Source: an optimization exercise on an open RTL-to-GDS flow (aim: small area). Production flows keep margins and buffers that such runs may drop. In this exercise RTL edits were held to simulation tests only and were not proved equivalent to the original.

build 78:
// adc_to_fifo
module adc_to_fifo(
    input wire clk,
    input wire rst,
    input wire ready,
    input wire [15:0] i_xadc,
    input wire i_dig,
    output reg [7:0] data_in,
    output reg write,
    input wire almost_full
    );
Size: about 2900 cells after synthesis, about 1200 flip-flops, ~30 I/O pins, about 48000 sq um of cells after synthesis.
export LEC_CHECK = 0
export ABC_AREA = 1
export CAP_MARGIN = 0
export CORE_MARGIN = 2
export CORE_UTILIZATION = 60
export CTS_BUF_LIST = sky130_fd_sc_hd__clkbuf_8
export CTS_CLUSTER_DIAMETER = 75
export CTS_CLUSTER_SIZE = 18
export PLACE_DENSITY = 0.7
export SLEW_MARGIN = 0
create_clock -name core_clock -period 14.0 [get_ports {clk}]
run.sh (not shown) runs the stock make flow with config.mk's settings and CLKGATE_MAP_FILE= SYNTH_SCRIPT=/design/flow/synth_recipe.tcl, a recipe that flattens the netlist after the stock synthesis.
Build 78 did not stop at any stage, and its layout met the timing, design-rule and antenna checks.
Edits applied to the flow inputs when going from build 78 to build 37:
Settings: a change of CTS_CLUSTER_DIAMETER from 75 to 60.
### Flow results
- Build 37 vs build 78, final clock skew went down by 22 ps.
- Going from build 78 to build 37, core utilization of the finished layout up 0.53 points, setup slack up 8.5 ps.
- Build 37 vs. build 78: register fraction of the total cell area went down by 0.57 points.
- When build 37 is measured against build 78, its number of clock buffer instances in the layout turns out 7 higher.
Changes in build 91 relative to build 37:
Settings: CTS_CLUSTER_SIZE changed from 18 to 20; PLACE_DENSITY changed from 0.7 to 0.85; CTS_CLUSTER_DIAMETER changed from 60 to 45; CORE_UTILIZATION changed from 60 to 75.
Results
Build 37 finished every step from synthesis to the final layout, and the layout passed the timing, design-rule and antenna checks. Having completed the whole flow, build 91 delivered a layout that passed the timing, design-rule and antenna checks. Comparing build 91 against build 37, there is no change at all in average cell area after synthesis. Build 91 vs. build 37: clock-buffer cell count higher, met2 wire length increased about 27%. Build 91 reports its critical path class as register to register while build 37 reports input port to register. [build 91 vs build 37] met1 layer usage reported by global route: higher in build 91. Non-clock buffer count delta for build 91 relative to build 37: about 7% higher. The endpoint of the most critical setup path comes out processing.dl[101] in one run and processing.threshold.sqrt.dly[8] in the other, namely in build 37 and build 91 respectively.
Inputs modified between build 91 and build 70:
Settings: GPL_ROUTABILITY_DRIVEN: unset -> 0; CTS_CLUSTER_SIZE: 20 -> 18; CTS_CLUSTER_DIAMETER: 45 -> 75; GPL_TIMING_DRIVEN: unset -> 0; CORE_UTILIZATION: 75 -> 60; PLACE_DENSITY: 0.85 -> 0.7.
--- outcome ---
- Per the comparison of build 70 with build 91, wire length lost 13%; clock skew was more or less identical.
- Between build 91 and build 70, vertical extent of the die increased.
- Build 91 → build 70: layout overhead on the synthesized area decreased by 0.19 points relative to the old numbers; global-route wire length before repair went down 13 mm.
- Initial core utilization: build 70 < build 91
- Build 70 was carried through to the last stage, and its layout satisfied the timing, design-rule and antenna checks.


Another version of the RTL of adc_to_fifo (not shown whole).
Size: about 3000 cells after synthesis, ~1300 flip-flops, about 30 I/O pins.
Settings: LEC_CHECK=0, ABC_AREA=1, CAP_MARGIN=0, CORE_MARGIN=2, CORE_UTILIZATION=60, CTS_BUF_LIST=sky130_fd_sc_hd__clkbuf_16, CTS_CLUSTER_DIAMETER=45, CTS_CLUSTER_SIZE=40, PLACE_DENSITY=0.7, SLEW_MARGIN=0; clock period 14.0 ns.
The baseline passed the timing, design-rule and antenna checks.
Edit:
- CTS_BUF_LIST: sky130_fd_sc_hd__clkbuf_16 -> sky130_fd_sc_hd__clkbuf_8
- CTS_CLUSTER_SIZE: 40 -> 20
Wire length falls by 2.1%.
Core utilization falls by 1.7 points.
Synthesized area stays the same.
Hold slack improves by 0.031 ns.
Synthesized cell count is unchanged.
Edit:
- CTS_BUF_LIST: sky130_fd_sc_hd__clkbuf_8 -> sky130_fd_sc_hd__clkbuf_16
- CTS_CLUSTER_DIAMETER: 45 -> 60
- CTS_CLUSTER_SIZE: 20 -> 30
=> The changed run ran to the end with no violations; register-to-register slack loses 0.06 ns; setup slack loses 0.17 ns; wire length went up by 0.64%; sequential cell count stays the same; die area is unchanged.


adc_to_fifo, a different RTL version from the one above (not shown whole).
For scale: roughly 3,000 cells after synthesis, about 1,300 flip-flops, about 30 I/O pins, ~49,000 µm² of cells after synthesis.
## adc_to_fifo
module adc_to_fifo(
    input wire clk,
    input wire rst,
    input wire ready,
    input wire [15:0] i_xadc,
    input wire i_dig,
    output reg [7:0] data_in,
    output reg write,
    input wire almost_full
    );
Settings: LEC_CHECK=0, ABC_AREA=1, CAP_MARGIN=0, CORE_MARGIN=2, CORE_UTILIZATION=60, CTS_BUF_LIST=sky130_fd_sc_hd__clkbuf_8, CTS_CLUSTER_DIAMETER=50, CTS_CLUSTER_SIZE=24, PLACE_DENSITY=0.7, SLEW_MARGIN=0; clock period 14.0 ns.
The first run finished with timing, DRC and antenna clean.
==> next run, changes <==
- CTS_BUF_LIST: sky130_fd_sc_hd__clkbuf_8 -> sky130_fd_sc_hd__clkbuf_4
- CTS_CLUSTER_DIAMETER: 50 -> 30
- CTS_CLUSTER_SIZE: 24 -> 8
=> Wire length is higher by 1.8%. Count of clock-buffer cells in the layout is higher by 185. Design area is higher by 0.56%. Setup slack is better by 0.095 ns. Register-to-register slack is better by 0.09 ns.
==> next run, changes <==
- CTS_BUF_LIST: sky130_fd_sc_hd__clkbuf_4 -> sky130_fd_sc_hd__clkbuf_8
- CTS_CLUSTER_DIAMETER: 30 -> 40
- CTS_CLUSTER_SIZE: 8 -> 16
Effect:
- cell count fell by 2.7%
- via count fell by 1.6%
- cell area rose by 0.36%
- fmax fell by 0.35%
- global-route usage fell by 0.24 points
- worst setup slack loses 0.043 ns
- synthesized area stays the same
- sequential share of layout area fell by 0.24 points
- wire length fell by 0.69%
- clock-buffer cell count fell by 144


rev 12:
RTL: one of the versions met above, not the one the previous note started from.
Size: ~2900 cells after synthesis, ~1200 flip-flops, roughly 30 I/O pins.
// adc_to_fifo
module adc_to_fifo(
    input wire clk,
    input wire rst,
    input wire ready,
    input wire [15:0] i_xadc,
    input wire i_dig,
    output reg [7:0] data_in,
    output reg write,
    input wire almost_full
    );
make LEC_CHECK=0 ABC_AREA=1 CAP_MARGIN=0 CORE_MARGIN=2 CORE_UTILIZATION=60 CTS_BUF_LIST=sky130_fd_sc_hd__clkbuf_8 CTS_CLUSTER_DIAMETER=75 CTS_CLUSTER_SIZE=18 GPL_TIMING_DRIVEN=0 PLACE_DENSITY=0.7 SLEW_MARGIN=0 finish   # period 14.0 ns
Rev 12 finished end to end and its layout was clean on timing, DRC and antenna.
diff inputs: rev 12 => rev 13
Settings: clearing GPL_TIMING_DRIVEN, which used to be 0; swapping 75 for 45 in CTS_CLUSTER_DIAMETER; swapping 18 for 20 in CTS_CLUSTER_SIZE.
Rev 13: full flow OK, the timing, design-rule and antenna checks passed
Lower sequential share of cell area was reported by rev 13, not rev 12.
Delta (rev 13 minus rev 12): number of buffers outside the clock class in the layout dropped 61; final area climbed about 0.7%.

-- re-timing with driven ports --
In the flow no input, the clock included, has a driving cell. The finished layouts below were timed again as built, in two steps. Step 1 sets driving cells, clkbuf_16 on the clock port and buf_2 on the other inputs (assumed; they add their load-dependent delay and slew). Step 2 also shifts input and output timing later by t, the mid clock arrival at the registers, as if the neighbouring blocks saw the same clock. a / b / c = ideal ports / drivers / drivers and shift; a / b = the first two.
run | t, ns | setup slack, ns | clock arrival spread, ns | worst data-port slew with drivers (ns)
build 78 | 0.754 | 1.912 / 1.940 / 1.185 | 0.069 / 0.069 | 0.05
build 37 | 0.784 | 1.921 / 1.949 / 1.165 | 0.053 / 0.053 | 0.05
build 91 | 0.812 | 1.357 / 1.357 / 1.135 | 0.062 / 0.061 | 0.04
build 70 | 0.763 | 1.006 / 1.045 / 0.282 | 0.065 / 0.064 | 0.11
the first run of note 2 | 0.732 | 1.931 / 1.972 / 1.241 | 0.054 / 0.055 | 0.04
the second run of note 2 | 0.803 | 2.004 / 2.045 / 1.241 | 0.053 / 0.053 | 0.04
the third run of note 2 | 0.695 | 1.836 / 1.879 / 1.184 | 0.039 / 0.039 | 0.04
the first run of note 3 | 0.793 | 1.564 / 1.564 / 1.332 | 0.075 / 0.075 | 0.06
the second run of note 3 | 1.118 | 1.659 / 1.659 / 1.277 | 0.105 / 0.106 | 0.06
the third run of note 3 | 0.835 | 1.616 / 1.616 / 1.317 | 0.047 / 0.047 | 0.05
rev 12 | 0.778 | 0.747 / 0.781 / 0.002 | 0.045 / 0.045 | 0.11
rev 13 | 0.782 | 1.959 / 1.990 / 1.208 | 0.082 / 0.081 | 0.05
After both steps setup and hold are still met in every run listed. For the second run of note 2, which loses most, drivers alone change the setup slack by +0.041 ns; drivers and shift together by -0.763 ns.
